Background: an optimization exercise with open tools, aiming at small area. Do not read the settings as production practice.
At most, simulation tests tie the RTL to the original design; equivalence was not proved.
The RTL of run 2 was laid out without a check of its function.
Power and IR drop assume default switching activity.

==> flow/design.v (outline; a module is shown in full before it is edited, if it fits) <==
// module color_tracker: 1407 lines
// module fa: 4 lines
// module ha: 4 lines
module color_tracker
(
    input   wire        clk         ,
    input   wire        rst_n       ,
    output  wire [15:0] pix_addr    ,
    output  wire        pix_rden    ,
    input   wire [15:0] pix_data    ,
    output  wire [7:0]  vga_r       ,
    output  wire [7:0]  vga_g       ,
    output  wire [7:0]  vga_b       ,
    output  reg         th_hsync    ,
    output  reg         th_vsync    ,
    output  wire [31:0] x_error     ,
    output  wire [31:0] h_error
 ) ;
function rge;
    input [15:0] a;
    input [15:0] b;
    integer i;
    reg c;
    begin
        c = 1'b1;
        for (i = 0; i < 16; i = i + 1)
            c = (a[i] & ~b[i]) | (~(a[i] ^ b[i]) & c);
  // ...
==> flow/flow/run.sh <==
#!/bin/bash
# The standard layout (standard.sh: the ORFS run) with these changes:
# - synthesis uses a copy of ORFS's scripts in ./scripts in which
#   * the logic is mapped with flow/abc.script, an area-oriented ABC script,
#     in place of abc_speed.script, and
#   * Yosys's adder extraction (extract_fa) runs only on the design's full
#     and half adder modules (fa, ha), not on the rest of the logic;
#   the registers are the standard synthesis's;
# - the buffers ORFS puts on every input and output port are the
#   platform's smallest buffer, sky130_fd_sc_hd__buf_1;
# - clock tree synthesis uses clkbuf_8 and inserts no dummy loads.
set -euo pipefail
rm -rf scripts
cp -r "$FLOW_HOME/scripts" scripts
cp flow/abc.script scripts/abc_speed.script
sed -i 's/^  extract_fa {\*}\[dont_use_extract_fa_args\]$/  extract_fa {*}[dont_use_extract_fa_args] fa ha/' scripts/synth.tcl
grep -q 'dont_use_extract_fa_args\] fa ha$' scripts/synth.tcl
bash standard.sh "SCRIPTS_DIR=$PWD/scripts" \
  "BUFFER_PORTS_ARGS=-buffer_cell sky130_fd_sc_hd__buf_1" \
  "CTS_ARGS=-sink_clustering_enable -repair_clock_nets -buf_list sky130_fd_sc_hd__clkbuf_8 -dont_use_dummy_load" \
  finish > standard_flow.log 2>&1
==> flow/flow/abc.script <==
&get -n
&st
&deepsyn -T 60
&dch
&nf -R 1000
&put
buffer -c
topo
stime -c
upsize -c
dnsize -c
==> flow/standard.sh <==
#!/bin/bash
# synth_recipe.tcl (not shown) runs the flow's synth.tcl, then flattens the netlist and writes it again
# the make line also repeats each setting of config.mk as NAME=value (left out here)
make -C /OpenROAD-flow-scripts/flow DESIGN_CONFIG=/design/flow/config.mk WORK_HOME=/design/flow/orfs CLKGATE_MAP_FILE= SYNTH_SCRIPT=/design/flow/synth_recipe.tcl "${@:-finish}"
==> flow/config.mk <==
export PLATFORM = sky130hd
export DESIGN_NAME = color_tracker
export DESIGN_NICKNAME = color_tracker
export VERILOG_FILES = /design/flow/design.v
export SDC_FILE = /design/flow/constraint.sdc
export NUM_CORES = 4
export LEC_CHECK = 0
export CAP_MARGIN = 20
export CORE_MARGIN = 2
export CORE_UTILIZATION = 65
export CTS_BUF_LIST = sky130_fd_sc_hd__clkbuf_8
export SLEW_MARGIN = 20
export SYNTH_HIERARCHICAL = 1
==> flow/constraint.sdc <==
create_clock -name core_clock -period 12.0 [get_ports {clk}]
set_input_delay 2.4000 -clock core_clock [delete_from_list [all_inputs] [get_ports {clk}]]
set_output_delay 2.4000 -clock core_clock [all_outputs]
set_load 0.01 [all_outputs]
==> summary.txt, run 1 <==
Critical path
  • FF-to-FF path depth: 17
  • Crit path buffers/inverters: 1
  • Delay-heaviest family, CP: adder cells
  • Total stage count of the critical path: 21
  • Crit path capture: h_error[25]

Placement
  • Placed insts: 1,374
  • Buffers on Ports: 124

Floorplanning
  • Row count: 49

Finish
  • Seq Cell Count: 165
  • Share of cells above drive strength 1: 6.19%
  • Design area: 0.0123 mm2

Global route
  • GR Overflow Total: 0
  • Initial antenna violation count: 0
  • Total GRT Usage: 27.4%
  • Routing usage on met2: 43.9%

Logic synthesis
  • Dominant synthesized flop cell: dfxtp_1
  • Syn Nets: 1,343
  • Post-synthesis compound-gate area fraction: 10.5%
  • #FFs+latches synth: 165
  • Seq/Total Area, Yosys: 31.8%
  • Most area-consuming cells after synthesis: fa_1, dfrtp_1, dfxtp_1, ha_1, dfstp_2
  • Post-Synth XOR/XNOR Area: 3.09%
  • Post-synth EDFFs: 0

Clocking
  • Hold buffer count at CTS: 0
  • CTS Root Cell: clkbuf_8
  • Clock transition at path regs: 80 ps

Pwr
  • Clock Power: 295 uW
  • Leakage Power: 0.00541 uW
  • Seq pwr share: 43.5%

Detailed routing
  • Total number of vias: 8,167
  • Wl on met1: 11,300 um
  • DRT antenna net count: 0
  • DR top layer: met4

Timing
  • Worst slew pin tran: 888 ps
  • Final-report setup violation count: 0
  • Setup ws final: 510 ps
  • Final period util: 95.7%

Status
  • Status: timing/DRC/antenna clean
==> run 2, diff against run 1 <==
==> flow/design.v (replaced) <==
`timescale 1ns/ 1ps
module color_tracker
(
    input   wire        clk         ,
    input   wire        rst_n       ,
    output  wire [15:0] pix_addr    ,
    output  wire        pix_rden    ,
    input   wire [15:0] pix_data    ,
    output  wire [7:0]  vga_r       ,
    output  wire [7:0]  vga_g       ,
    output  wire [7:0]  vga_b       ,
    output  reg         th_hsync    ,
    output  reg         th_vsync    ,
    output  wire [31:0] x_error     ,
    output  wire [31:0] h_error
 ) ;
function rge;
    input [15:0] a;
    input [15:0] b;
    integer i;
    reg c;
    begin
        c = 1'b1;
        for (i = 0; i < 16; i = i + 1)
            c = (a[i] & ~b[i]) | (~(a[i] ^ b[i]) & c);
        rge = c;
    end
endfunction
function [15:0] radd;
    input [15:0] a;
    input [15:0] b;
    integer i;
    reg c;
    begin
        c = 1'b0;
        for (i = 0; i < 16; i = i + 1) begin
            radd[i] = a[i] ^ b[i] ^ c;
            c = (a[i] & b[i]) | (c & (a[i] ^ b[i]));
        end
    end
endfunction
function [4:0] nx5;
    input [4:0] s;
    nx5 = {s[3:0], ~(s[4] ^ s[2])};
endfunction
function [2:0] nx3;
    input [2:0] s;
    nx3 = {s[1:0], ~(s[2] ^ s[1])};
endfunction
function [8:0] nx9;
    input [8:0] s;
    nx9 = {s[7:0], ~(s[8] ^ s[4])};
endfunction
localparam [4:0] C5_0 = 5'd0, C5_15 = 5'd11, C5_16 = 5'd23;
localparam [2:0] C3_0 = 3'd0, C3_4 = 3'd5, C3_5 = 3'd2;
localparam [8:0] C9_0 = 9'd0, C9_500 = 9'd67;
reg [9:0]  h;
reg [9:0]  v;
reg [15:0] addr;
wire       addr_en;
reg [15:0] d1, d2, d3;
reg [7:0]  x0, y0, x1, y1;
wire       wrap = &x1[7:4];                      
wire [8:0] ma;
wire ps_1;
wire pc_2;
wire ps_3;
wire pc_4;
wire ps_5;
wire pc_6;
wire ps_7;
wire pc_8;
wire ps_9;
wire pc_10;
wire ps_11;
wire pc_12;
wire ps_13;
wire pc_14;
wire ps_15;
wire pc_16;
wire ps_17;
wire pc_18;
wire ps_19;
wire pc_20;
wire ps_21;
wire pc_22;
wire ps_23;
wire pc_24;
wire ps_25;
wire pc_26;
wire ps_27;
wire pc_28;
wire ps_29;
wire pc_30;
wire ps_31;
wire pc_32;
wire ps_33;
wire pc_34;
wire ps_35;
wire pc_36;
wire ps_37;
wire pc_38;
wire ps_39;
wire pc_40;
wire ps_41;
wire pc_42;
wire ps_43;
wire pc_44;
wire ps_45;
wire pc_46;
wire ps_47;
wire pc_48;
wire ps_49;
wire pc_50;
wire ps_51;
wire pc_52;
wire ps_53;
wire pc_54;
wire ps_55;
wire pc_56;
wire ps_57;
wire pc_58;
wire [8:0] t_p;
wire [9:0] t_sb;
wire ps_59;
wire pc_60;
wire ps_61;
wire pc_62;
wire ps_63;
wire pc_64;
wire ps_65;
wire pc_66;
wire ps_67;
wire pc_68;
wire ps_69;
wire pc_70;
wire ps_71;
wire pc_72;
wire ps_73;
wire pc_74;
wire xs_75;
wire xc_76;
wire ps_77;
wire pc_78;
wire ps_79;
wire pc_80;
wire ps_81;
wire pc_82;
wire ps_83;
wire pc_84;
wire [10:0] t_e3;
wire ps_85;
wire pc_86;
wire ps_87;
wire pc_88;
wire ps_89;
wire pc_90;
wire ps_91;
wire pc_92;
wire ps_93;
wire pc_94;
wire ps_95;
wire pc_96;
wire ps_97;
wire pc_98;
wire ps_99;
wire pc_100;
wire ps_101;
wire pc_102;
wire ps_103;
wire pc_104;
wire ps_105;
wire pc_106;
wire xs_107;
wire xc_108;
wire ps_109;
wire pc_110;
wire ps_111;
wire pc_112;
wire ps_113;
wire pc_114;
wire ps_115;
wire pc_116;
wire xs_117;
wire xc_118;
wire xs_119;
wire xc_120;
wire xs_121;
wire xc_122;
wire xs_123;
wire xc_124;
wire ps_125;
wire pc_126;
wire ps_127;
wire pc_128;
wire ps_129;
wire pc_130;
wire ps_131;
wire pc_132;
wire ps_133;
wire pc_134;
wire ps_135;
wire pc_136;
wire ps_137;
wire pc_138;
wire ps_139;
wire pc_140;
wire [11:0] t_c19;
wire ps_141;
wire pc_142;
wire ps_143;
wire pc_144;
wire ps_145;
wire pc_146;
wire ps_147;
wire pc_148;
wire ps_149;
wire pc_150;
wire ps_151;
wire pc_152;
wire ps_153;
wire pc_154;
wire ps_155;
wire pc_156;
wire [8:0] t_k5;
function [8:0] t_h14;   
    input [4:0] r;
    case (r)
        5'd0: t_h14 = 9'd0;
        5'd1: t_h14 = 9'd0;
        5'd2: t_h14 = 9'd0;
        5'd3: t_h14 = 9'd0;
        5'd4: t_h14 = 9'd0;
        5'd5: t_h14 = 9'd0;
        5'd6: t_h14 = 9'd0;
        5'd7: t_h14 = 9'd0;
        5'd8: t_h14 = 9'd11;
        5'd9: t_h14 = 9'd25;
        5'd10: t_h14 = 9'd39;
        5'd11: t_h14 = 9'd53;
        5'd12: t_h14 = 9'd67;
        5'd13: t_h14 = 9'd81;
        5'd14: t_h14 = 9'd95;
        5'd15: t_h14 = 9'd109;
        5'd16: t_h14 = 9'd123;
        5'd17: t_h14 = 9'd137;
        5'd18: t_h14 = 9'd151;
        5'd19: t_h14 = 9'd165;
        5'd20: t_h14 = 9'd179;
        5'd21: t_h14 = 9'd193;
        5'd22: t_h14 = 9'd207;
        5'd23: t_h14 = 9'd221;
        5'd24: t_h14 = 9'd235;
        5'd25: t_h14 = 9'd249;
        5'd26: t_h14 = 9'd263;
        5'd27: t_h14 = 9'd277;
        5'd28: t_h14 = 9'd291;
        5'd29: t_h14 = 9'd305;
        5'd30: t_h14 = 9'd319;
        5'd31: t_h14 = 9'd333;
        default: t_h14 = 9'd0;
    endcase
endfunction
function [4:0] t_b1;    
    input [2:0] r;
    input [2:0] g;
    case ({r, g})
        6'd31: t_b1 = 5'd31;
        6'd24: t_b1 = 5'd31;
        6'd25: t_b1 = 5'd27;
        6'd26: t_b1 = 5'd23;
        6'd27: t_b1 = 5'd18;
        6'd28: t_b1 = 5'd14;
        6'd39: t_b1 = 5'd31;
        6'd32: t_b1 = 5'd29;
        6'd33: t_b1 = 5'd25;
        6'd34: t_b1 = 5'd20;
        6'd35: t_b1 = 5'd16;
        6'd36: t_b1 = 5'd11;
        6'd47: t_b1 = 5'd31;
        6'd40: t_b1 = 5'd27;
        6'd41: t_b1 = 5'd22;
        6'd42: t_b1 = 5'd17;
        6'd43: t_b1 = 5'd13;
        6'd44: t_b1 = 5'd8;
        6'd55: t_b1 = 5'd28;
        6'd48: t_b1 = 5'd24;
        6'd49: t_b1 = 5'd19;
        6'd50: t_b1 = 5'd15;
        6'd51: t_b1 = 5'd10;
        6'd52: t_b1 = 5'd6;
        6'd63: t_b1 = 5'd26;
        6'd56: t_b1 = 5'd21;
        6'd57: t_b1 = 5'd17;
        6'd58: t_b1 = 5'd12;
        6'd59: t_b1 = 5'd7;
        6'd60: t_b1 = 5'd3;
        default: t_b1 = 5'd0;
    endcase
endfunction
wire ps_157;
wire pc_158;
wire ps_159;
wire pc_160;
wire ps_161;
wire pc_162;
wire ps_163;
wire pc_164;
wire ps_165;
wire pc_166;
wire ps_167;
wire pc_168;
wire ps_169;
wire pc_170;
wire ps_171;
wire pc_172;
wire ps_173;
wire pc_174;
wire [9:0] h_inc;
wire ps_175;
wire pc_176;
wire ps_177;
wire pc_178;
wire ps_179;
wire pc_180;
wire ps_181;
wire pc_182;
wire ps_183;
wire pc_184;
wire ps_185;
wire pc_186;
wire ps_187;
wire pc_188;
wire ps_189;
wire pc_190;
wire ps_191;
wire pc_192;
wire [9:0] v_inc;
wire ps_193;
wire pc_194;
wire ps_195;
wire pc_196;
wire ps_197;
wire pc_198;
wire ps_199;
wire pc_200;
wire ps_201;
wire pc_202;
wire ps_203;
wire pc_204;
wire ps_205;
wire pc_206;
wire ps_207;
wire pc_208;
wire ps_209;
wire pc_210;
wire ps_211;
wire pc_212;
wire ps_213;
wire pc_214;
wire ps_215;
wire pc_216;
wire ps_217;
wire pc_218;
wire ps_219;
wire pc_220;
wire ps_221;
wire pc_222;
wire ps_223;
wire pc_224;
wire [15:0] addr_nx;
wire cx_225;
wire fs_226;
wire fc_227;
wire fs_228;
wire fc_229;
wire fs_230;
wire fc_231;
wire fs_232;
wire fc_233;
wire fs_234;
wire fc_235;
wire fs_236;
wire fc_237;
wire fs_238;
wire fc_239;
wire [7:0] midx;
wire cy_240;
wire fs_241;
wire fc_242;
wire fs_243;
wire fc_244;
wire fs_245;
wire fc_246;
wire fs_247;
wire fc_248;
wire fs_249;
wire fc_250;
wire fs_251;
wire fc_252;
wire fs_253;
wire fc_254;
wire [7:0] midy;
wire xs_255;
wire xc_256;
wire fs_257;
wire fc_258;
wire fs_259;
wire fc_260;
wire fs_261;
wire fc_262;
wire fs_263;
wire fc_264;
wire fs_265;
wire fc_266;
wire fs_267;
wire fc_268;
wire fs_269;
wire fc_270;
wire xs_271;
wire xc_272;
wire fs_273;
wire fc_274;
wire fs_275;
wire fc_276;
wire fs_277;
wire fc_278;
wire fs_279;
wire fc_280;
wire fs_281;
wire fc_282;
wire fs_283;
wire fc_284;
wire fs_285;
wire fc_286;
wire [8:0] dxs;
wire [8:0] dys;
wire pp_287;
wire pp_288;
wire pp_289;
wire pp_290;
wire pp_291;
wire pp_292;
wire pp_293;
wire pp_294;
wire pp_295;
wire pp_296;
wire pp_297;
wire pp_298;
wire pp_299;
wire pp_300;
wire pp_301;
wire pp_302;
wire pp_303;
wire pp_304;
wire pp_305;
wire pp_306;
wire pp_307;
wire pp_308;
wire pp_309;
wire pp_310;
wire pp_311;
wire pp_312;
wire pp_313;
wire pp_314;
wire pp_315;
wire pp_316;
wire pp_317;
wire pp_318;
wire pp_319;
wire pp_320;
wire pp_321;
wire pp_322;
wire pp_323;
wire pp_324;
wire pp_325;
wire pp_326;
wire pp_327;
wire pp_328;
wire pp_329;
wire pp_330;
wire pp_331;
wire pp_332;
wire pp_333;
wire pp_334;
wire pp_335;
wire pp_336;
wire pp_337;
wire pp_338;
wire pp_339;
wire pp_340;
wire pp_341;
wire pp_342;
wire pp_343;
wire pp_344;
wire pp_345;
wire pp_346;
wire pp_347;
wire pp_348;
wire pp_349;
wire pp_350;
wire pp_351;
wire pp_352;
wire pp_353;
wire pp_354;
wire pp_355;
wire pp_356;
wire pp_357;
wire pp_358;
wire pp_359;
wire pp_360;
wire pp_361;
wire pp_362;
wire pp_363;
wire pp_364;
wire pp_365;
wire pp_366;
wire pp_367;
wire wr_368;
wire wr_369;
wire wr_370;
wire wr_371;
wire wr_372;
wire wr_373;
wire wr_374;
wire wr_375;
wire wr_376;
wire fs_377;
wire fc_378;
wire fs_379;
wire fc_380;
wire hs_381;
wire hc_382;
wire fs_383;
wire fc_384;
wire fs_385;
wire fc_386;
wire hs_387;
wire hc_388;
wire xs_389;
wire xc_390;
wire fs_391;
wire fc_392;
wire fs_393;
wire fc_394;
wire fs_395;
wire fc_396;
wire fs_397;
wire fc_398;
wire xs_399;
wire xc_400;
wire fs_401;
wire fc_402;
wire xs_403;
wire xc_404;
wire hs_405;
wire hc_406;
wire xs_407;
wire xc_408;
wire xs_409;
wire xc_410;
wire fs_411;
wire fc_412;
wire hs_413;
wire hc_414;
wire fs_415;
wire fc_416;
wire fs_417;
wire fc_418;
wire fs_419;
wire fc_420;
wire fs_421;
wire fc_422;
wire fs_423;
wire fc_424;
wire fs_425;
wire fc_426;
wire fs_427;
wire fc_428;
wire fs_429;
wire fc_430;
wire fs_431;
wire fc_432;
wire fs_433;
wire fc_434;
wire fs_435;
wire fc_436;
wire fs_437;
wire fc_438;
wire fs_439;
wire fc_440;
wire fs_441;
wire fc_442;
wire fs_443;
wire fc_444;
wire fs_445;
wire fc_446;
wire xs_447;
wire xc_448;
wire fs_449;
wire fc_450;
wire xs_451;
wire xc_452;
wire hs_453;
wire hc_454;
wire fs_455;
wire fc_456;
wire fs_457;
wire fc_458;
wire fs_459;
wire fc_460;
wire fs_461;
wire fc_462;
wire fs_463;
wire fc_464;
wire fs_465;
wire fc_466;
wire fs_467;
wire fc_468;
wire fs_469;
wire fc_470;
wire fs_471;
wire fc_472;
wire fs_473;
wire fc_474;
wire fs_475;
wire fc_476;
wire fs_477;
wire fc_478;
wire xs_479;
wire xc_480;
wire hs_481;
wire hc_482;
wire fs_483;
wire fc_484;
wire fs_485;
wire fc_486;
wire fs_487;
wire fc_488;
wire fs_489;
wire fc_490;
wire fs_491;
wire fc_492;
wire fs_493;
wire fc_494;
wire fs_495;
wire fc_496;
wire fs_497;
wire fc_498;
wire fs_499;
wire fc_500;
wire fs_501;
wire fc_502;
wire fs_503;
wire fc_504;
wire fs_505;
wire fc_506;
wire fs_507;
wire fc_508;
wire fs_509;
wire fc_510;
wire hs_511;
wire hc_512;
wire hs_513;
wire hc_514;
wire fs_515;
wire fc_516;
wire fs_517;
wire fc_518;
wire fs_519;
wire fc_520;
wire fs_521;
wire fc_522;
wire fs_523;
wire fc_524;
wire fs_525;
wire fc_526;
wire fs_527;
wire fc_528;
wire fs_529;
wire fc_530;
wire fs_531;
wire fc_532;
wire fs_533;
wire fc_534;
wire fs_535;
wire fc_536;
wire fs_537;
wire fc_538;
wire fs_539;
wire fc_540;
wire fs_541;
wire fc_542;
wire hs_543;
wire hc_544;
wire fs_545;
wire fc_546;
wire fs_547;
wire fc_548;
wire fs_549;
wire fc_550;
wire xs_551;
wire xc_552;
wire fs_553;
wire fc_554;
wire fs_555;
wire fc_556;
wire fs_557;
wire fc_558;
wire cs_559;
wire cs_560;
wire cs_561;
wire cs_562;
wire [19:0] hv;
assign ps_1 = d3[12] ^ d3[11];
assign pc_2 = d3[12] & d3[11];
assign ps_3 = d3[13] ^ d3[12] ^ pc_2;
assign pc_4 = (d3[13] & d3[12]) | (pc_2 & (d3[13] ^ d3[12]));
assign ps_5 = d3[14] ^ d3[13] ^ pc_4;
assign pc_6 = (d3[14] & d3[13]) | (pc_4 & (d3[14] ^ d3[13]));
assign ps_7 = d3[15] ^ d3[14] ^ pc_6;
assign pc_8 = (d3[15] & d3[14]) | (pc_6 & (d3[15] ^ d3[14]));
assign ps_9 = d3[15] ^ pc_8;
assign pc_10 = d3[15] & pc_8;
assign ps_11 = d3[7] ^ d3[5];
assign pc_12 = d3[7] & d3[5];
assign ps_13 = d3[8] ^ d3[6] ^ pc_12;
assign pc_14 = (d3[8] & d3[6]) | (pc_12 & (d3[8] ^ d3[6]));
assign ps_15 = d3[9] ^ d3[7] ^ pc_14;
assign pc_16 = (d3[9] & d3[7]) | (pc_14 & (d3[9] ^ d3[7]));
assign ps_17 = d3[10] ^ d3[8] ^ pc_16;
assign pc_18 = (d3[10] & d3[8]) | (pc_16 & (d3[10] ^ d3[8]));
assign ps_19 = d3[9] ^ pc_18;
assign pc_20 = d3[9] & pc_18;
assign ps_21 = d3[10] ^ pc_20;
assign pc_22 = d3[10] & pc_20;
assign ps_23 = d3[11] ^ d3[5];
assign pc_24 = d3[11] & d3[5];
assign ps_25 = ps_1 ^ d3[6] ^ pc_24;
assign pc_26 = (ps_1 & d3[6]) | (pc_24 & (ps_1 ^ d3[6]));
assign ps_27 = ps_3 ^ ps_11 ^ pc_26;
assign pc_28 = (ps_3 & ps_11) | (pc_26 & (ps_3 ^ ps_11));
assign ps_29 = ps_5 ^ ps_13 ^ pc_28;
assign pc_30 = (ps_5 & ps_13) | (pc_28 & (ps_5 ^ ps_13));
assign ps_31 = ps_7 ^ ps_15 ^ pc_30;
assign pc_32 = (ps_7 & ps_15) | (pc_30 & (ps_7 ^ ps_15));
assign ps_33 = ps_9 ^ ps_17 ^ pc_32;
assign pc_34 = (ps_9 & ps_17) | (pc_32 & (ps_9 ^ ps_17));
assign ps_35 = pc_10 ^ ps_19 ^ pc_34;
assign pc_36 = (pc_10 & ps_19) | (pc_34 & (pc_10 ^ ps_19));
assign ps_37 = ps_21 ^ pc_36;
assign pc_38 = ps_21 & pc_36;
assign ps_39 = pc_22 ^ pc_38;
assign pc_40 = pc_22 & pc_38;
assign ps_41 = ps_23 ^ d3[0];
assign pc_42 = ps_23 & d3[0];
assign ps_43 = ps_25 ^ d3[1] ^ pc_42;
assign pc_44 = (ps_25 & d3[1]) | (pc_42 & (ps_25 ^ d3[1]));
assign ps_45 = ps_27 ^ d3[2] ^ pc_44;
assign pc_46 = (ps_27 & d3[2]) | (pc_44 & (ps_27 ^ d3[2]));
assign ps_47 = ps_29 ^ d3[3] ^ pc_46;
assign pc_48 = (ps_29 & d3[3]) | (pc_46 & (ps_29 ^ d3[3]));
assign ps_49 = ps_31 ^ d3[4] ^ pc_48;
assign pc_50 = (ps_31 & d3[4]) | (pc_48 & (ps_31 ^ d3[4]));
assign ps_51 = ps_33 ^ pc_50;
assign pc_52 = ps_33 & pc_50;
assign ps_53 = ps_35 ^ pc_52;
assign pc_54 = ps_35 & pc_52;
assign ps_55 = ps_37 ^ pc_54;
assign pc_56 = ps_37 & pc_54;
assign ps_57 = ps_39 ^ pc_56;
assign pc_58 = ps_39 & pc_56;
assign t_p[0] = ps_23;
assign t_p[1] = ps_25;
assign t_p[2] = ps_27;
assign t_p[3] = ps_29;
assign t_p[4] = ps_31;
assign t_p[5] = ps_33;
assign t_p[6] = ps_35;
assign t_p[7] = ps_37;
assign t_p[8] = ps_39;
assign t_sb[0] = ps_41;
assign t_sb[1] = ps_43;
assign t_sb[2] = ps_45;
assign t_sb[3] = ps_47;
assign t_sb[4] = ps_49;
assign t_sb[5] = ps_51;
assign t_sb[6] = ps_53;
assign t_sb[7] = ps_55;
assign t_sb[8] = ps_57;
assign t_sb[9] = pc_58;
assign ps_59 = ps_43 ^ d3[0];
assign pc_60 = ps_43 & d3[0];
assign ps_61 = ps_45 ^ d3[1] ^ pc_60;
assign pc_62 = (ps_45 & d3[1]) | (pc_60 & (ps_45 ^ d3[1]));
assign ps_63 = ps_47 ^ d3[2] ^ pc_62;
assign pc_64 = (ps_47 & d3[2]) | (pc_62 & (ps_47 ^ d3[2]));
assign ps_65 = ps_49 ^ d3[3] ^ pc_64;
assign pc_66 = (ps_49 & d3[3]) | (pc_64 & (ps_49 ^ d3[3]));
assign ps_67 = ps_51 ^ d3[4] ^ pc_66;
assign pc_68 = (ps_51 & d3[4]) | (pc_66 & (ps_51 ^ d3[4]));
assign ps_69 = ps_53 ^ pc_68;
assign pc_70 = ps_53 & pc_68;
assign ps_71 = ps_55 ^ pc_70;
assign pc_72 = ps_55 & pc_70;
assign ps_73 = ps_57 ^ pc_72;
assign pc_74 = ps_57 & pc_72;
assign xs_75 = ~(ps_65 ^ ~d3[0]);
assign xc_76 = (ps_65 | ~d3[0]);
assign ps_77 = ps_67 ^ ~d3[1] ^ xc_76;
assign pc_78 = (ps_67 & ~d3[1]) | (xc_76 & (ps_67 ^ ~d3[1]));
assign ps_79 = ps_69 ^ ~d3[2] ^ pc_78;
assign pc_80 = (ps_69 & ~d3[2]) | (pc_78 & (ps_69 ^ ~d3[2]));
assign ps_81 = ps_71 ^ ~d3[3] ^ pc_80;
assign pc_82 = (ps_71 & ~d3[3]) | (pc_80 & (ps_71 ^ ~d3[3]));
assign ps_83 = ps_73 ^ ~d3[4] ^ pc_82;
assign pc_84 = (ps_73 & ~d3[4]) | (pc_82 & (ps_73 ^ ~d3[4]));
assign t_e3[0] = ps_41;
assign t_e3[1] = ps_59;
assign t_e3[2] = ps_61;
assign t_e3[3] = ps_63;
assign t_e3[4] = xs_75;
assign t_e3[5] = ps_77;
assign t_e3[6] = ps_79;
assign t_e3[7] = ps_81;
assign t_e3[8] = ps_83;
assign t_e3[9] = ~pc_84;
assign t_e3[10] = ~pc_84;
assign ps_85 = d3[12] ^ d3[5];
assign pc_86 = d3[12] & d3[5];
assign ps_87 = d3[13] ^ d3[6] ^ pc_86;
assign pc_88 = (d3[13] & d3[6]) | (pc_86 & (d3[13] ^ d3[6]));
assign ps_89 = d3[14] ^ d3[7] ^ pc_88;
assign pc_90 = (d3[14] & d3[7]) | (pc_88 & (d3[14] ^ d3[7]));
assign ps_91 = d3[15] ^ d3[8] ^ pc_90;
assign pc_92 = (d3[15] & d3[8]) | (pc_90 & (d3[15] ^ d3[8]));
assign ps_93 = d3[9] ^ pc_92;
assign pc_94 = d3[9] & pc_92;
assign ps_95 = d3[10] ^ pc_94;
assign pc_96 = d3[10] & pc_94;
assign ps_97 = ps_5 ^ d3[0];
assign pc_98 = ps_5 & d3[0];
assign ps_99 = ps_7 ^ d3[1] ^ pc_98;
assign pc_100 = (ps_7 & d3[1]) | (pc_98 & (ps_7 ^ d3[1]));
assign ps_101 = ps_9 ^ d3[2] ^ pc_100;
assign pc_102 = (ps_9 & d3[2]) | (pc_100 & (ps_9 ^ d3[2]));
assign ps_103 = pc_10 ^ d3[3] ^ pc_102;
assign pc_104 = (pc_10 & d3[3]) | (pc_102 & (pc_10 ^ d3[3]));
assign ps_105 = d3[4] ^ pc_104;
assign pc_106 = d3[4] & pc_104;
assign xs_107 = ~(d3[11] ^ ~d3[0]);
assign xc_108 = (d3[11] | ~d3[0]);
assign ps_109 = ps_1 ^ ~d3[1] ^ xc_108;
assign pc_110 = (ps_1 & ~d3[1]) | (xc_108 & (ps_1 ^ ~d3[1]));
assign ps_111 = ps_3 ^ ~d3[2] ^ pc_110;
assign pc_112 = (ps_3 & ~d3[2]) | (pc_110 & (ps_3 ^ ~d3[2]));
assign ps_113 = ps_97 ^ ~d3[3] ^ pc_112;
assign pc_114 = (ps_97 & ~d3[3]) | (pc_112 & (ps_97 ^ ~d3[3]));
assign ps_115 = ps_99 ^ ~d3[4] ^ pc_114;
assign pc_116 = (ps_99 & ~d3[4]) | (pc_114 & (ps_99 ^ ~d3[4]));
assign xs_117 = ~(ps_101 ^ pc_116);
assign xc_118 = (ps_101 | pc_116);
assign xs_119 = ~(ps_103 ^ xc_118);
assign xc_120 = (ps_103 | xc_118);
assign xs_121 = ~(ps_105 ^ xc_120);
assign xc_122 = (ps_105 | xc_120);
assign xs_123 = ~(pc_106 ^ xc_122);
assign xc_124 = (pc_106 | xc_122);
assign ps_125 = d3[11] ^ ps_115;
assign pc_126 = d3[11] & ps_115;
assign ps_127 = ps_85 ^ xs_117 ^ pc_126;
assign pc_128 = (ps_85 & xs_117) | (pc_126 & (ps_85 ^ xs_117));
assign ps_129 = ps_87 ^ xs_119 ^ pc_128;
assign pc_130 = (ps_87 & xs_119) | (pc_128 & (ps_87 ^ xs_119));
assign ps_131 = ps_89 ^ xs_121 ^ pc_130;
assign pc_132 = (ps_89 & xs_121) | (pc_130 & (ps_89 ^ xs_121));
assign ps_133 = ps_91 ^ xs_123 ^ pc_132;
assign pc_134 = (ps_91 & xs_123) | (pc_132 & (ps_91 ^ xs_123));
assign ps_135 = ps_93 ^ pc_134;
assign pc_136 = ps_93 & pc_134;
assign ps_137 = ps_95 ^ pc_136;
assign pc_138 = ps_95 & pc_136;
assign ps_139 = pc_96 ^ pc_138;
assign pc_140 = pc_96 & pc_138;
assign t_c19[0] = xs_107;
assign t_c19[1] = ps_109;
assign t_c19[2] = ps_111;
assign t_c19[3] = ps_113;
assign t_c19[4] = ps_125;
assign t_c19[5] = ps_127;
assign t_c19[6] = ps_129;
assign t_c19[7] = ps_131;
assign t_c19[8] = ps_133;
assign t_c19[9] = ps_135;
assign t_c19[10] = ps_137;
assign t_c19[11] = ps_139;
assign ps_141 = ps_43 ^ d3[11];
assign pc_142 = ps_43 & d3[11];
assign ps_143 = ps_45 ^ d3[12] ^ pc_142;
assign pc_144 = (ps_45 & d3[12]) | (pc_142 & (ps_45 ^ d3[12]));
assign ps_145 = ps_47 ^ d3[13] ^ pc_144;
assign pc_146 = (ps_47 & d3[13]) | (pc_144 & (ps_47 ^ d3[13]));
assign ps_147 = ps_49 ^ d3[14] ^ pc_146;
assign pc_148 = (ps_49 & d3[14]) | (pc_146 & (ps_49 ^ d3[14]));
assign ps_149 = ps_51 ^ d3[15] ^ pc_148;
assign pc_150 = (ps_51 & d3[15]) | (pc_148 & (ps_51 ^ d3[15]));
assign ps_151 = ps_53 ^ pc_150;
assign pc_152 = ps_53 & pc_150;
assign ps_153 = ps_55 ^ pc_152;
assign pc_154 = ps_55 & pc_152;
assign ps_155 = ps_57 ^ pc_154;
assign pc_156 = ps_57 & pc_154;
assign t_k5[0] = ps_41;
assign t_k5[1] = ps_141;
assign t_k5[2] = ps_143;
assign t_k5[3] = ps_145;
assign t_k5[4] = ps_147;
assign t_k5[5] = ps_149;
assign t_k5[6] = ps_151;
assign t_k5[7] = ps_153;
assign t_k5[8] = ps_155;
assign ps_157 = h[1] ^ h[0];
assign pc_158 = h[1] & h[0];
assign ps_159 = h[2] ^ pc_158;
assign pc_160 = h[2] & pc_158;
assign ps_161 = h[3] ^ pc_160;
assign pc_162 = h[3] & pc_160;
assign ps_163 = h[4] ^ pc_162;
assign pc_164 = h[4] & pc_162;
assign ps_165 = h[5] ^ pc_164;
assign pc_166 = h[5] & pc_164;
assign ps_167 = h[6] ^ pc_166;
assign pc_168 = h[6] & pc_166;
assign ps_169 = h[7] ^ pc_168;
assign pc_170 = h[7] & pc_168;
assign ps_171 = h[8] ^ pc_170;
assign pc_172 = h[8] & pc_170;
assign ps_173 = h[9] ^ pc_172;
assign pc_174 = h[9] & pc_172;
assign h_inc[0] = ~h[0];
assign h_inc[1] = ps_157;
assign h_inc[2] = ps_159;
assign h_inc[3] = ps_161;
assign h_inc[4] = ps_163;
assign h_inc[5] = ps_165;
assign h_inc[6] = ps_167;
assign h_inc[7] = ps_169;
assign h_inc[8] = ps_171;
assign h_inc[9] = ps_173;
assign ps_175 = v[1] ^ v[0];
assign pc_176 = v[1] & v[0];
assign ps_177 = v[2] ^ pc_176;
assign pc_178 = v[2] & pc_176;
assign ps_179 = v[3] ^ pc_178;
assign pc_180 = v[3] & pc_178;
assign ps_181 = v[4] ^ pc_180;
assign pc_182 = v[4] & pc_180;
assign ps_183 = v[5] ^ pc_182;
assign pc_184 = v[5] & pc_182;
assign ps_185 = v[6] ^ pc_184;
assign pc_186 = v[6] & pc_184;
assign ps_187 = v[7] ^ pc_186;
assign pc_188 = v[7] & pc_186;
assign ps_189 = v[8] ^ pc_188;
assign pc_190 = v[8] & pc_188;
assign ps_191 = v[9] ^ pc_190;
assign pc_192 = v[9] & pc_190;
assign v_inc[0] = ~v[0];
assign v_inc[1] = ps_175;
assign v_inc[2] = ps_177;
assign v_inc[3] = ps_179;
assign v_inc[4] = ps_181;
assign v_inc[5] = ps_183;
assign v_inc[6] = ps_185;
assign v_inc[7] = ps_187;
assign v_inc[8] = ps_189;
assign v_inc[9] = ps_191;
assign ps_193 = addr[0] ^ addr_en;
assign pc_194 = addr[0] & addr_en;
assign ps_195 = addr[1] ^ pc_194;
assign pc_196 = addr[1] & pc_194;
assign ps_197 = addr[2] ^ pc_196;
assign pc_198 = addr[2] & pc_196;
assign ps_199 = addr[3] ^ pc_198;
assign pc_200 = addr[3] & pc_198;
assign ps_201 = addr[4] ^ pc_200;
assign pc_202 = addr[4] & pc_200;
assign ps_203 = addr[5] ^ pc_202;
assign pc_204 = addr[5] & pc_202;
assign ps_205 = addr[6] ^ pc_204;
assign pc_206 = addr[6] & pc_204;
assign ps_207 = addr[7] ^ pc_206;
assign pc_208 = addr[7] & pc_206;
assign ps_209 = addr[8] ^ pc_208;
assign pc_210 = addr[8] & pc_208;
assign ps_211 = addr[9] ^ pc_210;
assign pc_212 = addr[9] & pc_210;
assign ps_213 = addr[10] ^ pc_212;
assign pc_214 = addr[10] & pc_212;
assign ps_215 = addr[11] ^ pc_214;
assign pc_216 = addr[11] & pc_214;
assign ps_217 = addr[12] ^ pc_216;
assign pc_218 = addr[12] & pc_216;
assign ps_219 = addr[13] ^ pc_218;
assign pc_220 = addr[13] & pc_218;
assign ps_221 = addr[14] ^ pc_220;
assign pc_222 = addr[14] & pc_220;
assign ps_223 = addr[15] ^ pc_222;
assign pc_224 = addr[15] & pc_222;
assign addr_nx[0] = ps_193;
assign addr_nx[1] = ps_195;
assign addr_nx[2] = ps_197;
assign addr_nx[3] = ps_199;
assign addr_nx[4] = ps_201;
assign addr_nx[5] = ps_203;
assign addr_nx[6] = ps_205;
assign addr_nx[7] = ps_207;
assign addr_nx[8] = ps_209;
assign addr_nx[9] = ps_211;
assign addr_nx[10] = ps_213;
assign addr_nx[11] = ps_215;
assign addr_nx[12] = ps_217;
assign addr_nx[13] = ps_219;
assign addr_nx[14] = ps_221;
assign addr_nx[15] = ps_223;
assign cx_225 = x0[0] & x1[0];
fa u_fa1 (.a(x0[1]), .b(x1[1]), .c(cx_225), .s(fs_226), .co(fc_227));
fa u_fa2 (.a(x0[2]), .b(x1[2]), .c(fc_227), .s(fs_228), .co(fc_229));
fa u_fa3 (.a(x0[3]), .b(x1[3]), .c(fc_229), .s(fs_230), .co(fc_231));
fa u_fa4 (.a(x0[4]), .b(x1[4]), .c(fc_231), .s(fs_232), .co(fc_233));
fa u_fa5 (.a(x0[5]), .b(x1[5]), .c(fc_233), .s(fs_234), .co(fc_235));
fa u_fa6 (.a(x0[6]), .b(x1[6]), .c(fc_235), .s(fs_236), .co(fc_237));
fa u_fa7 (.a(x0[7]), .b(x1[7]), .c(fc_237), .s(fs_238), .co(fc_239));
assign midx[0] = fs_226;
assign midx[1] = fs_228;
assign midx[2] = fs_230;
assign midx[3] = fs_232;
assign midx[4] = fs_234;
assign midx[5] = fs_236;
assign midx[6] = fs_238;
assign midx[7] = fc_239;
assign cy_240 = y0[0] & y1[0];
fa u_fa8 (.a(y0[1]), .b(y1[1]), .c(cy_240), .s(fs_241), .co(fc_242));
fa u_fa9 (.a(y0[2]), .b(y1[2]), .c(fc_242), .s(fs_243), .co(fc_244));
fa u_fa10 (.a(y0[3]), .b(y1[3]), .c(fc_244), .s(fs_245), .co(fc_246));
fa u_fa11 (.a(y0[4]), .b(y1[4]), .c(fc_246), .s(fs_247), .co(fc_248));
fa u_fa12 (.a(y0[5]), .b(y1[5]), .c(fc_248), .s(fs_249), .co(fc_250));
fa u_fa13 (.a(y0[6]), .b(y1[6]), .c(fc_250), .s(fs_251), .co(fc_252));
fa u_fa14 (.a(y0[7]), .b(y1[7]), .c(fc_252), .s(fs_253), .co(fc_254));
assign midy[0] = fs_241;
assign midy[1] = fs_243;
assign midy[2] = fs_245;
assign midy[3] = fs_247;
assign midy[4] = fs_249;
assign midy[5] = fs_251;
assign midy[6] = fs_253;
assign midy[7] = fc_254;
assign xs_255 = ~(x1[0] ^ ~x0[0]);
assign xc_256 = (x1[0] | ~x0[0]);
fa u_fa15 (.a(x1[1]), .b(~x0[1]), .c(xc_256), .s(fs_257), .co(fc_258));
fa u_fa16 (.a(x1[2]), .b(~x0[2]), .c(fc_258), .s(fs_259), .co(fc_260));
fa u_fa17 (.a(x1[3]), .b(~x0[3]), .c(fc_260), .s(fs_261), .co(fc_262));
fa u_fa18 (.a(x1[4]), .b(~x0[4]), .c(fc_262), .s(fs_263), .co(fc_264));
fa u_fa19 (.a(x1[5]), .b(~x0[5]), .c(fc_264), .s(fs_265), .co(fc_266));
fa u_fa20 (.a(x1[6]), .b(~x0[6]), .c(fc_266), .s(fs_267), .co(fc_268));
fa u_fa21 (.a(x1[7]), .b(~x0[7]), .c(fc_268), .s(fs_269), .co(fc_270));
assign xs_271 = ~(y1[0] ^ ~y0[0]);
assign xc_272 = (y1[0] | ~y0[0]);
fa u_fa22 (.a(y1[1]), .b(~y0[1]), .c(xc_272), .s(fs_273), .co(fc_274));
fa u_fa23 (.a(y1[2]), .b(~y0[2]), .c(fc_274), .s(fs_275), .co(fc_276));
fa u_fa24 (.a(y1[3]), .b(~y0[3]), .c(fc_276), .s(fs_277), .co(fc_278));
fa u_fa25 (.a(y1[4]), .b(~y0[4]), .c(fc_278), .s(fs_279), .co(fc_280));
fa u_fa26 (.a(y1[5]), .b(~y0[5]), .c(fc_280), .s(fs_281), .co(fc_282));
fa u_fa27 (.a(y1[6]), .b(~y0[6]), .c(fc_282), .s(fs_283), .co(fc_284));
fa u_fa28 (.a(y1[7]), .b(~y0[7]), .c(fc_284), .s(fs_285), .co(fc_286));
assign dxs[0] = xs_255;
assign dxs[1] = fs_257;
assign dxs[2] = fs_259;
assign dxs[3] = fs_261;
assign dxs[4] = fs_263;
assign dxs[5] = fs_265;
assign dxs[6] = fs_267;
assign dxs[7] = fs_269;
assign dxs[8] = ~fc_270;
assign dys[0] = xs_271;
assign dys[1] = fs_273;
assign dys[2] = fs_275;
assign dys[3] = fs_277;
assign dys[4] = fs_279;
assign dys[5] = fs_281;
assign dys[6] = fs_283;
assign dys[7] = fs_285;
assign dys[8] = ~fc_286;
assign pp_287 = ma[0] & dys[0];
assign pp_288 = ma[1] & dys[0];
assign pp_289 = ma[2] & dys[0];
assign pp_290 = ma[3] & dys[0];
assign pp_291 = ma[4] & dys[0];
assign pp_292 = ma[5] & dys[0];
assign pp_293 = ma[6] & dys[0];
assign pp_294 = ma[7] & dys[0];
assign pp_295 = ~(ma[8] & dys[0]);
assign pp_296 = ma[0] & dys[1];
assign pp_297 = ma[1] & dys[1];
assign pp_298 = ma[2] & dys[1];
assign pp_299 = ma[3] & dys[1];
assign pp_300 = ma[4] & dys[1];
assign pp_301 = ma[5] & dys[1];
assign pp_302 = ma[6] & dys[1];
assign pp_303 = ma[7] & dys[1];
assign pp_304 = ~(ma[8] & dys[1]);
assign pp_305 = ma[0] & dys[2];
assign pp_306 = ma[1] & dys[2];
assign pp_307 = ma[2] & dys[2];
assign pp_308 = ma[3] & dys[2];
assign pp_309 = ma[4] & dys[2];
assign pp_310 = ma[5] & dys[2];
assign pp_311 = ma[6] & dys[2];
assign pp_312 = ma[7] & dys[2];
assign pp_313 = ~(ma[8] & dys[2]);
assign pp_314 = ma[0] & dys[3];
assign pp_315 = ma[1] & dys[3];
assign pp_316 = ma[2] & dys[3];
assign pp_317 = ma[3] & dys[3];
assign pp_318 = ma[4] & dys[3];
assign pp_319 = ma[5] & dys[3];
assign pp_320 = ma[6] & dys[3];
assign pp_321 = ma[7] & dys[3];
assign pp_322 = ~(ma[8] & dys[3]);
assign pp_323 = ma[0] & dys[4];
assign pp_324 = ma[1] & dys[4];
assign pp_325 = ma[2] & dys[4];
assign pp_326 = ma[3] & dys[4];
assign pp_327 = ma[4] & dys[4];
assign pp_328 = ma[5] & dys[4];
assign pp_329 = ma[6] & dys[4];
assign pp_330 = ma[7] & dys[4];
assign pp_331 = ~(ma[8] & dys[4]);
assign pp_332 = ma[0] & dys[5];
assign pp_333 = ma[1] & dys[5];
assign pp_334 = ma[2] & dys[5];
assign pp_335 = ma[3] & dys[5];
assign pp_336 = ma[4] & dys[5];
assign pp_337 = ma[5] & dys[5];
assign pp_338 = ma[6] & dys[5];
assign pp_339 = ma[7] & dys[5];
assign pp_340 = ~(ma[8] & dys[5]);
assign pp_341 = ma[0] & dys[6];
assign pp_342 = ma[1] & dys[6];
assign pp_343 = ma[2] & dys[6];
assign pp_344 = ma[3] & dys[6];
assign pp_345 = ma[4] & dys[6];
assign pp_346 = ma[5] & dys[6];
assign pp_347 = ma[6] & dys[6];
assign pp_348 = ma[7] & dys[6];
assign pp_349 = ~(ma[8] & dys[6]);
assign pp_350 = ma[0] & dys[7];
assign pp_351 = ma[1] & dys[7];
assign pp_352 = ma[2] & dys[7];
assign pp_353 = ma[3] & dys[7];
assign pp_354 = ma[4] & dys[7];
assign pp_355 = ma[5] & dys[7];
assign pp_356 = ma[6] & dys[7];
assign pp_357 = ma[7] & dys[7];
assign pp_358 = ~(ma[8] & dys[7]);
assign pp_359 = ~(ma[0] & dys[8]);
assign pp_360 = ~(ma[1] & dys[8]);
assign pp_361 = ~(ma[2] & dys[8]);
assign pp_362 = ~(ma[3] & dys[8]);
assign pp_363 = ~(ma[4] & dys[8]);
assign pp_364 = ~(ma[5] & dys[8]);
assign pp_365 = ~(ma[6] & dys[8]);
assign pp_366 = ~(ma[7] & dys[8]);
assign pp_367 = ma[8] & dys[8];
assign wr_368 = wrap & dys[0];
assign wr_369 = wrap & dys[1];
assign wr_370 = wrap & dys[2];
assign wr_371 = wrap & dys[3];
assign wr_372 = wrap & dys[4];
assign wr_373 = wrap & dys[5];
assign wr_374 = wrap & dys[6];
assign wr_375 = wrap & dys[7];
assign wr_376 = ~(wrap & dys[8]);
fa u_fa29 (.a(pp_317), .b(pp_309), .c(pp_325), .s(fs_377), .co(fc_378));
fa u_fa30 (.a(pp_318), .b(pp_326), .c(pp_310), .s(fs_379), .co(fc_380));
ha u_ha1 (.a(pp_334), .b(pp_302), .s(hs_381), .co(hc_382));
fa u_fa31 (.a(pp_327), .b(pp_319), .c(pp_335), .s(fs_383), .co(fc_384));
fa u_fa32 (.a(pp_311), .b(pp_343), .c(pp_359), .s(fs_385), .co(fc_386));
ha u_ha2 (.a(pp_303), .b(pp_351), .s(hs_387), .co(hc_388));
assign xs_389 = ~(pp_328 ^ pp_336);
assign xc_390 = (pp_328 | pp_336);
fa u_fa33 (.a(pp_320), .b(pp_344), .c(pp_360), .s(fs_391), .co(fc_392));
fa u_fa34 (.a(pp_312), .b(pp_352), .c(pp_304), .s(fs_393), .co(fc_394));
fa u_fa35 (.a(pp_337), .b(pp_329), .c(pp_345), .s(fs_395), .co(fc_396));
fa u_fa36 (.a(pp_361), .b(pp_321), .c(pp_353), .s(fs_397), .co(fc_398));
assign xs_399 = ~(wr_368 ^ pp_338);
assign xc_400 = (wr_368 | pp_338);
fa u_fa37 (.a(pp_346), .b(pp_362), .c(pp_330), .s(fs_401), .co(fc_402));
assign xs_403 = ~(wr_369 ^ pp_347);
assign xc_404 = (wr_369 | pp_347);
ha u_ha3 (.a(pp_363), .b(pp_339), .s(hs_405), .co(hc_406));
assign xs_407 = ~(wr_370 ^ pp_364);
assign xc_408 = (wr_370 | pp_364);
assign xs_409 = ~(pp_307 ^ pp_299);
assign xc_410 = (pp_307 | pp_299);
fa u_fa38 (.a(~pp_308), .b(pp_316), .c(pp_300), .s(fs_411), .co(fc_412));
ha u_ha4 (.a(pp_324), .b(pp_292), .s(hs_413), .co(hc_414));
fa u_fa39 (.a(pp_308), .b(pp_301), .c(pp_333), .s(fs_415), .co(fc_416));
fa u_fa40 (.a(fs_377), .b(pp_293), .c(pp_341), .s(fs_417), .co(fc_418));
fa u_fa41 (.a(fc_378), .b(pp_342), .c(fs_379), .s(fs_419), .co(fc_420));
fa u_fa42 (.a(hs_381), .b(pp_294), .c(pp_350), .s(fs_421), .co(fc_422));
fa u_fa43 (.a(fc_380), .b(fs_383), .c(hc_382), .s(fs_423), .co(fc_424));
fa u_fa44 (.a(pp_295), .b(hs_387), .c(fs_385), .s(fs_425), .co(fc_426));
fa u_fa45 (.a(xs_389), .b(fc_384), .c(hc_388), .s(fs_427), .co(fc_428));
fa u_fa46 (.a(fc_386), .b(fs_391), .c(fs_393), .s(fs_429), .co(fc_430));
fa u_fa47 (.a(xc_390), .b(fs_395), .c(pp_313), .s(fs_431), .co(fc_432));
fa u_fa48 (.a(fc_392), .b(fs_397), .c(fc_394), .s(fs_433), .co(fc_434));
fa u_fa49 (.a(xs_399), .b(pp_354), .c(fc_396), .s(fs_435), .co(fc_436));
fa u_fa50 (.a(pp_322), .b(fc_398), .c(fs_401), .s(fs_437), .co(fc_438));
fa u_fa51 (.a(xc_400), .b(xs_403), .c(pp_355), .s(fs_439), .co(fc_440));
fa u_fa52 (.a(pp_331), .b(hs_405), .c(fc_402), .s(fs_441), .co(fc_442));
fa u_fa53 (.a(xc_404), .b(pp_348), .c(pp_356), .s(fs_443), .co(fc_444));
fa u_fa54 (.a(pp_340), .b(hc_406), .c(xs_407), .s(fs_445), .co(fc_446));
assign xs_447 = ~(wr_371 ^ pp_365);
assign xc_448 = (wr_371 | pp_365);
fa u_fa55 (.a(pp_357), .b(pp_349), .c(xc_408), .s(fs_449), .co(fc_450));
assign xs_451 = ~(wr_372 ^ pp_366);
assign xc_452 = (wr_372 | pp_366);
ha u_ha5 (.a(pp_298), .b(pp_306), .s(hs_453), .co(hc_454));
fa u_fa56 (.a(pp_315), .b(xs_409), .c(pp_291), .s(fs_455), .co(fc_456));
fa u_fa57 (.a(xc_410), .b(pp_332), .c(fs_411), .s(fs_457), .co(fc_458));
fa u_fa58 (.a(fc_412), .b(hc_414), .c(fs_415), .s(fs_459), .co(fc_460));
fa u_fa59 (.a(fc_416), .b(fc_418), .c(fs_419), .s(fs_461), .co(fc_462));
fa u_fa60 (.a(fc_420), .b(fs_423), .c(fc_422), .s(fs_463), .co(fc_464));
fa u_fa61 (.a(fc_424), .b(fs_427), .c(fc_426), .s(fs_465), .co(fc_466));
fa u_fa62 (.a(fc_428), .b(fs_431), .c(fs_433), .s(fs_467), .co(fc_468));
fa u_fa63 (.a(fs_435), .b(fc_432), .c(fc_434), .s(fs_469), .co(fc_470));
fa u_fa64 (.a(fc_436), .b(fs_439), .c(fs_441), .s(fs_471), .co(fc_472));
fa u_fa65 (.a(fc_440), .b(fs_443), .c(fs_445), .s(fs_473), .co(fc_474));
fa u_fa66 (.a(xs_447), .b(fc_444), .c(fc_446), .s(fs_475), .co(fc_476));
fa u_fa67 (.a(pp_358), .b(xc_448), .c(xs_451), .s(fs_477), .co(fc_478));
assign xs_479 = ~(wr_373 ^ pp_367);
assign xc_480 = (wr_373 | pp_367);
ha u_ha6 (.a(pp_297), .b(pp_289), .s(hs_481), .co(hc_482));
fa u_fa68 (.a(hs_453), .b(pp_290), .c(pp_314), .s(fs_483), .co(fc_484));
fa u_fa69 (.a(hc_454), .b(pp_323), .c(fs_455), .s(fs_485), .co(fc_486));
fa u_fa70 (.a(fc_456), .b(hs_413), .c(fs_457), .s(fs_487), .co(fc_488));
fa u_fa71 (.a(fc_458), .b(fs_417), .c(fs_459), .s(fs_489), .co(fc_490));
fa u_fa72 (.a(fc_460), .b(fs_421), .c(fs_461), .s(fs_491), .co(fc_492));
fa u_fa73 (.a(fc_462), .b(fs_463), .c(fs_425), .s(fs_493), .co(fc_494));
fa u_fa74 (.a(fc_464), .b(fs_429), .c(fs_465), .s(fs_495), .co(fc_496));
fa u_fa75 (.a(fc_430), .b(fc_466), .c(fs_467), .s(fs_497), .co(fc_498));
fa u_fa76 (.a(fs_437), .b(fs_469), .c(fc_468), .s(fs_499), .co(fc_500));
fa u_fa77 (.a(fc_438), .b(fc_470), .c(fs_471), .s(fs_501), .co(fc_502));
fa u_fa78 (.a(fc_442), .b(fs_473), .c(fc_472), .s(fs_503), .co(fc_504));
fa u_fa79 (.a(fs_449), .b(fs_475), .c(fc_474), .s(fs_505), .co(fc_506));
fa u_fa80 (.a(fc_450), .b(fs_477), .c(fc_476), .s(fs_507), .co(fc_508));
fa u_fa81 (.a(xc_452), .b(xs_479), .c(fc_478), .s(fs_509), .co(fc_510));
ha u_ha7 (.a(wr_374), .b(xc_480), .s(hs_511), .co(hc_512));
ha u_ha8 (.a(pp_288), .b(pp_296), .s(hs_513), .co(hc_514));
fa u_fa82 (.a(hs_481), .b(pp_305), .c(hc_514), .s(fs_515), .co(fc_516));
fa u_fa83 (.a(fs_483), .b(hc_482), .c(fc_516), .s(fs_517), .co(fc_518));
fa u_fa84 (.a(fs_485), .b(fc_484), .c(fc_518), .s(fs_519), .co(fc_520));
fa u_fa85 (.a(fs_487), .b(fc_486), .c(fc_520), .s(fs_521), .co(fc_522));
fa u_fa86 (.a(fs_489), .b(fc_488), .c(fc_522), .s(fs_523), .co(fc_524));
fa u_fa87 (.a(fs_491), .b(fc_490), .c(fc_524), .s(fs_525), .co(fc_526));
fa u_fa88 (.a(fs_493), .b(fc_492), .c(fc_526), .s(fs_527), .co(fc_528));
fa u_fa89 (.a(fs_495), .b(fc_494), .c(fc_528), .s(fs_529), .co(fc_530));
fa u_fa90 (.a(fs_497), .b(fc_496), .c(fc_530), .s(fs_531), .co(fc_532));
fa u_fa91 (.a(fs_499), .b(fc_498), .c(fc_532), .s(fs_533), .co(fc_534));
fa u_fa92 (.a(fs_501), .b(fc_500), .c(fc_534), .s(fs_535), .co(fc_536));
fa u_fa93 (.a(fs_503), .b(fc_502), .c(fc_536), .s(fs_537), .co(fc_538));
fa u_fa94 (.a(fs_505), .b(fc_504), .c(fc_538), .s(fs_539), .co(fc_540));
fa u_fa95 (.a(fs_507), .b(fc_506), .c(fc_540), .s(fs_541), .co(fc_542));
ha u_ha9 (.a(fs_509), .b(fc_508), .s(hs_543), .co(hc_544));
fa u_fa96 (.a(hs_511), .b(fc_510), .c(hc_544), .s(fs_545), .co(fc_546));
fa u_fa97 (.a(~wr_375), .b(hc_512), .c(fc_546), .s(fs_547), .co(fc_548));
assign fs_549 = wr_376 ^ wr_375 ^ fc_548;
assign xs_551 = ~(fs_509 ^ fc_508);
assign xc_552 = (fs_509 | fc_508);
fa u_fa99 (.a(hs_511), .b(fc_510), .c(xc_552), .s(fs_553), .co(fc_554));
fa u_fa100 (.a(~wr_375), .b(hc_512), .c(fc_554), .s(fs_555), .co(fc_556));
assign fs_557 = wr_376 ^ wr_375 ^ fc_556;
assign cs_559 = fc_542 ? xs_551 : hs_543;
assign cs_560 = fc_542 ? fs_553 : fs_545;
assign cs_561 = fc_542 ? fs_555 : fs_547;
assign cs_562 = fc_542 ? fs_557 : fs_549;
assign hv[0] = pp_287;
assign hv[1] = hs_513;
assign hv[2] = fs_515;
assign hv[3] = fs_517;
assign hv[4] = fs_519;
assign hv[5] = fs_521;
assign hv[6] = fs_523;
assign hv[7] = fs_525;
assign hv[8] = fs_527;
assign hv[9] = fs_529;
assign hv[10] = fs_531;
assign hv[11] = fs_533;
assign hv[12] = fs_535;
assign hv[13] = fs_537;
assign hv[14] = fs_539;
assign hv[15] = fs_541;
assign hv[16] = cs_559;
assign hv[17] = cs_560;
assign hv[18] = cs_561;
assign hv[19] = cs_562;
wire h_end = (h == 10'd800);
wire h_200 = (h == 10'd200);
always @(posedge clk or negedge rst_n) begin
    if (!rst_n)     h <= 10'd636;
    else if (h_end) h <= 10'd0;
    else            h <= h_inc;
end
always @(posedge clk or negedge rst_n) begin
    if (!rst_n)     v <= 10'd480;
    else if (h_200) v <= (v == 10'd525) ? 10'd0 : v_inc;
end
wire h_lt195 = !rge(h, 195);
wire h_lt196 = !rge(h, 196);
wire h_lt198 = !rge(h, 198);
wire h_lt199 = !rge(h, 199);
wire h_lt201 = !rge(h, 201);
wire h_ge796 = rge(h, 796);
wire h_ge797 = rge(h, 797);
wire h_ge799 = rge(h, 799);
wire r1 = !rge(v, 164);                         
wire r2 = rge(v, 200) && !rge(v, 364);          
assign pix_rden = (h_ge796 || h_lt195) && (r1 || r2);
wire de_a = (h_end || h_lt199) && r1;
wire de_b = (h_ge799 || h_lt198) && r2;
wire de_l = (h != 10'd0) && h_lt201 && r1;
assign addr_en = h_ge797 || h_lt196;
always @(posedge clk) begin
    if (!(r1 || r2)) addr <= 16'd0;
    else             addr <= addr_nx;
end
assign pix_addr = (h == 10'd796) ? 16'd0 : addr;
wire h_ge5 = rge(h, 641) || h_lt201;             
always @(posedge clk or negedge rst_n) begin
    if (!rst_n) begin
        th_hsync <= 1'b0;
        th_vsync <= 1'b0;
    end else begin
        th_hsync <= rge(h, 657) && !rge(h, 753);
        th_vsync <= (v == 10'd491) || (h_ge5 ? (v == 10'd490) : (v == 10'd492));
    end
end
always @(posedge clk) begin
    d1 <= pix_data;
    d2 <= d1;
    d3 <= d2;
end
wire [4:0] tR = d3[15:11];
wire [5:0] tG = d3[10:5];
wire [4:0] tB = d3[4:0];
wire t_c0 = rge({6'd0, t_sb}, 16'd49);
wire [15:0] t_r7 = radd({11'd0, tR}, 16'hfff9);           
wire t_c4 = rge({11'd0, tR}, 16'd7) && rge({7'd0, t_r7[4:0], 4'b1011}, {7'd0, t_k5});
wire t_c1 = rge(16'd1764, {4'd0, t_c19});
wire t_c23 = rge({5'd0, t_e3 ^ 11'h400}, 16'd920) &&       
             rge(16'd1127, {5'd0, t_e3 ^ 11'h400});        
wire target = t_c0 && t_c1 && t_c23 && t_c4;
reg nb0;         
reg nb1;         
reg nb2;         
always @(posedge clk or negedge rst_n) begin
    if (!rst_n) begin
        nb0 <= 1'b0;
        nb1 <= 1'b1;
        nb2 <= 1'b1;
    end else begin
        nb0 <= !target;
        nb1 <= nb0;
        nb2 <= nb1;
    end
end
reg rq1, rq2;
always @(posedge clk or negedge rst_n) begin
    if (!rst_n) begin
        rq1 <= 1'b0;
        rq2 <= 1'b0;
    end else begin
        rq1 <= 1'b1;
        rq2 <= rq1;
    end
end
wire rst_d = !rq2;
wire       eol  = de_l && h_200;             
wire       v163 = (v == 10'd163);
wire [15:0] v_m4  = radd({8'd0, v[7:0]}, 16'hfffc);
wire [15:0] h_m16 = radd({8'd0, h[7:0]}, 16'hfff0);
wire [7:0] vl4  = v_m4[7:0];                         
wire [7:0] hl15 = de_l ? h_m16[7:0] : 8'd241;         
reg [4:0] hb;    
reg [2:0] vb;    
reg [4:0] he;    
reg [2:0] ve;    
reg [8:0] cnt;   
reg       fd;
wire hb16    = (hb == C5_16);
wire cnt_sat = (cnt == C9_500);
reg [7:0] x0n, y0n, x1n, y1n;
always @(*) begin
    x0n = x0;
    y0n = y0;
    x1n = x1;
    y1n = y1;
    if (rst_d) begin
        x0n = 8'd0;
        y0n = 8'd0;
        x1n = 8'd0;
    end else if (vb == C3_4) begin
        if (hb == C5_15) begin
            x0n = hl15;
            y0n = vl4;
        end else if (he == C5_15) begin
            x1n = hl15;
        end
    end else if (fd) begin
        x0n = 8'd0;
        y0n = 8'd0;
        x1n = 8'd0;
    end
    if (rst_d)            y1n = 8'd0;
    else if (ve == C3_4)  y1n = vl4;
    else if (fd)          y1n = 8'd0;
end
always @(posedge clk) begin
    if (!de_l)     hb <= C5_0;
    else if (hb16) hb <= hb;
    else if (!nb2) hb <= nx5(hb);
    else           hb <= C5_0;
    if (!hb16)             he <= C5_0;
    else if (he == C5_16)  he <= he;
    else if (nb2)          he <= nx5(he);
    else                   he <= C5_0;
end
always @(posedge clk or negedge rst_n) begin
    if (!rst_n) begin
        vb  <= C3_0;
        ve  <= C3_0;
        cnt <= C9_0;
        fd  <= 1'b0;
        x0  <= 8'd80;
        y0  <= 8'd0;
        x1  <= 8'd120;
        y1  <= 8'd50;
    end else begin
        if (v163)             vb <= C3_0;
        else if (vb == C3_5)  vb <= vb;
        else if (eol)         vb <= hb16 ? nx3(vb) : C3_0;
        if (vb != C3_5)       ve <= C3_0;
        else if (ve == C3_5)  ve <= ve;
        else if (eol)         ve <= (hb == C5_0) ? nx3(ve) : C3_0;
        if (v163 && eol)           cnt <= C9_0;
        else if (!nb2 && !cnt_sat) cnt <= nx9(cnt);
        if (de_l && h == 10'd191 && v[7:0] == 8'd159) fd <= !cnt_sat;
        x0 <= x0n;
        y0 <= y0n;
        x1 <= x1n;
        y1 <= y1n;
    end
end
wire [15:0] xe = radd({8'd0, midx}, wrap ? 16'd796 : 16'd924);
assign x_error = {{22{xe[9] & !wrap}}, xe[9:0]};
assign ma = {dxs[8] ^ wrap, dxs[7:0]};
assign h_error = {{12{hv[19]}}, hv};
wire [7:0] hd = h[9] ? 8'd0 : h[7:0];        
wire [7:0] vd = v[7:0];
wire flag0 = !rge({8'd0, x0n}, {8'd0, hd}) && !rge({8'd0, hd}, {8'd0, x1n});
wire flag1 = !rge({8'd0, y0n}, {8'd0, vd}) && !rge({8'd0, vd}, {8'd0, y1n});
wire red   = (flag0 && (vd == y0n || vd == y1n)) ||
             (flag1 && (hd == x0n || hd == x1n)) ||
             (!wrap && vd == midy && hd == midx);
wire white = !red && nb1;
wire rw    = red || white;
reg [4:0] or_r;
reg [5:0] or_g;
reg [4:0] or_b;
always @(posedge clk or negedge rst_n) begin
    if (!rst_n) begin
        or_r  <= 5'd0;
        or_g  <= 6'd0;
        or_b  <= 5'd0;
    end else if (de_a) begin
        or_r  <= {5{rw}};
        or_g  <= {6{white}};
        or_b  <= {5{white}};
    end else if (de_b) begin
        or_r  <= d3[15:11];
        or_g  <= d3[10:5];
        or_b  <= d3[4:0];
    end else begin
        or_r  <= 5'd0;
        or_g  <= 6'd0;
        or_b  <= 5'd0;
    end
end
wire de_p = h_lt201 && r1;
assign vga_r = {or_r, {3{or_r[0] & de_p}}};
assign vga_g = {or_g, {2{or_g[0] & de_p}}};
assign vga_b = {or_b, {3{or_g[0] & de_p}}};
endmodule
module fa (input a, input b, input c, output s, output co);
    assign s  = a ^ b ^ c;
    assign co = (a & b) | (c & (a ^ b));
endmodule
module ha (input a, input b, output s, output co);
    assign s  = a ^ b;
    assign co = a & b;
endmodule
==> run 2 against run 1 <==
Still clean on timing, DRC and antenna. Cell count increased by 8.7%. Worst setup slack got worse by 220 ps. Via count increased by 9.1%. Power decreased by 7.9%. Sequential power increased by 7.0%. First-iteration DRC count decreased by 16%. Die area decreased by 2.7%. Sequential share of layout area increased by 0.56 points. Design area decreased by 1.8%. Combinational power decreased by 32%. Critical path type unchanged. Largest power group unchanged.
==> summary.txt, run 2 <==
Logic synthesis
  • Post-synthesis compound-gate area fraction: 14.2% (was 10.5%)
  • Post-synth top area share: 17.1% (was 24.1%)
  • Most area-consuming cells after synthesis: fa_1, dfrtp_1, dfxtp_1, dfstp_2, and2_1 (was fa_1, dfrtp_1, dfxtp_1, ha_1, dfstp_2)
  • Syn Nets: 1,370 (was 1,343)
  • Seq/Total Area, Yosys: 32.7% (was 31.8%)
  • #FFs+latches synth: 165 (unchanged)
  • Yosys top cell by area: fa_1 (unchanged)
  • Post-Synth XOR/XNOR Area: 5.28% (was 3.09%)
  • Post-synth EDFFs: 0 (unchanged)
  • Post-Synth Simple-Gate Area: 21.0% (was 15.4%)
  • Post-Syn Instances: 1,244 (was 1,116)
  • Dominant synthesized flop cell: dfxtp_1 (unchanged)

Critical path
  • Crit path capture: h_error[31] (was h_error[25])
  • FF-to-FF path depth: 18 (was 17)
  • R2r startpoint: x1[0] (was d3[11])

Placement
  • Placed insts: 1,491 (was 1,374)
  • Buffers on Ports: 124 (unchanged)
  • HPWL Detailed: 20,000 um (was 19,500 um)

Global route
  • Wire length of the first global-routing pass: 42,700 um (was 42,100 um)
  • GR Overflow Total: 0 (unchanged)
  • Total GRT Usage: 29.1% (was 27.4%)
  • Initial antenna violation count: 0 (unchanged)

Detailed routing
  • Final WL: 26,300 um (was 25,300 um)
  • DR iter-0 viols: 483 (was 577)
  • Total number of vias: 8,911 (was 8,167)
  • Wl on met1: 11,300 um (about the same)
  • DRT antenna net count: 0 (unchanged)
  • DR top layer: met4 (unchanged)
  • Routed length on met3: 1340 um (was 1650 um)

Floorplanning
  • Die width: 137 um (was 139 um)
  • Core Footprint: 0.0174 mm2 (was 0.0180 mm2)
  • Row count: 48 (was 49)
  • Die area: 0.0189 mm2 (was 0.0194 mm2)
  • Io pins: 125 (unchanged)

Status
  • Status: timing/DRC/antenna clean (unchanged)

Timing
  • Skew final: 53.6 ps (was 34.2 ps)
  • Final period util: 97.6% (was 95.7%)
  • Worst slew pin tran: 983 ps (was 888 ps)
  • Max Fclk: 0.0854 GHz (was 0.0870 GHz)
  • Final-report setup violation count: 0 (unchanged)

Pwr
  • Leakage Power: 0.00513 uW (was 0.00541 uW)

Clocking
  • CTS Buf Count: 17 (unchanged)
  • Clock transition at path regs: 110 ps (was 80 ps)
  • CTS Root Cell: clkbuf_8 (unchanged)

Finish
  • Design area: 0.0121 mm2 (was 0.0123 mm2)
  • Final nets: 1,416 (was 1,392)
  • Util after Layout: 69.7% (was 68.6%)
  • Commonest non-fill, non-tap cells in the layout: buf_1, nor2_1, nand2_1, fa_1, and2_1 (was fa_1, buf_1, and2_1, nand2_1, dfxtp_1)
  • Share of cells above drive strength 1: 8.85% (was 6.19%)
-- run 2: cell count changes after synthesis, sizes merged, moves of 22 or more --
cell,change
ha,-57
nor2,+50
fa,-44
nor3,+26
a21oi,+23
nand2,+23
xnor2,+22
-- run 2: power breakdown --
group	internal [uW]	switching, uW
Clock	125	174
Sequential	608	36.9
Combinational	141	190
-- run 2: kinds of logic after synthesis --
| group | after synthesis |
|---|---|
| and+or+nand+nor | 472 |
| AOI/OAI and AO/OA | 244 |
| buffers and inverters | 176 |
| DFF | 165 |
| adders and majority gates | 110 |
| xor gates and xnor gates | 68 |
| muxes | 8 |
| other | 1 |
-- run 2: how the worst min path moves through the flow --
stage,from,to,slack (ps),cells after the start
floorplan,d1[0],d2[0],310,0
global placement,d2[1],d3[1],310,0
detailed placement,d2[8],d3[8],310,0
CTS,d1[9],d2[9],300,0
global route,d1[9],d2[9],310,0
finish,d1[9],d2[9],300,0
-- run 2: Yosys stat by module (local to each module, per instance) --
module	cells	cell area (um2)	times used	flops+latches
ha	1	12.5	9	0
color_tracker	1136	9480	1	165
fa	1	20.0	99	0
-- run 2: area by class of cell --
| cell class | count | area (um2) | area share (%) |
|---|---|---|---|
| timing repair buffer | 144 | 639 | 5.29 |
| inverter | 59 | 221 | 1.83 |
| tap | 225 | 282 | 2.33 |
| sequential | 165 | 3780 | 31.3 |
| multi-input combinational | 903 | 6940 | 57.3 |
| clock buffer | 17 | 234 | 1.93 |
-- run 2: stage by stage --
step           setup slack [ps]  setup TNS [ps]  hold slack, ps
6_report                    293               0             298
4_1_cts                   0.855               0             296
3_3_place_gp                254               0             311
5_1_grt                   -17.6           -60.5             307
3_5_place_dp               44.0               0             312
2_1_floorplan               373               0             310
-- run 2: timing repair --
item                       CTS  global route
setup endpoints to repair   13            16
hold buffers                 0             0
pin swaps                    1             5
cloned                       0             1
buffers inserted             1             3
resized for setup            4            24
-- run 2: critical path, delay by kind of cell (launching register included) --
kind                     cells  cell delay, ps
XOR/XNOR                     1             170
adder cells (fa/ha/maj)     18            7210
buffers and inverters        3             390
flip-flops                   1             400
multiplexers                 1             240
AND/OR/NAND/NOR              2             470
-- run 2: per-layer routing --
metal	vias up	global-route usage, %
met5	-	0
met4	0	11.6
met3	50	4.89
met2	288	49.2
met1	4328	37.5
li1	4245	-

Re-timed with assumed drivers on the ports (clkbuf_16 on the clock, buf_2 on other inputs), run 2 has 0.252 ns of setup slack against 0.293 ns with ideal ports, and 0.733 ns once port delays also move by the mid clock arrival of 0.481 ns.
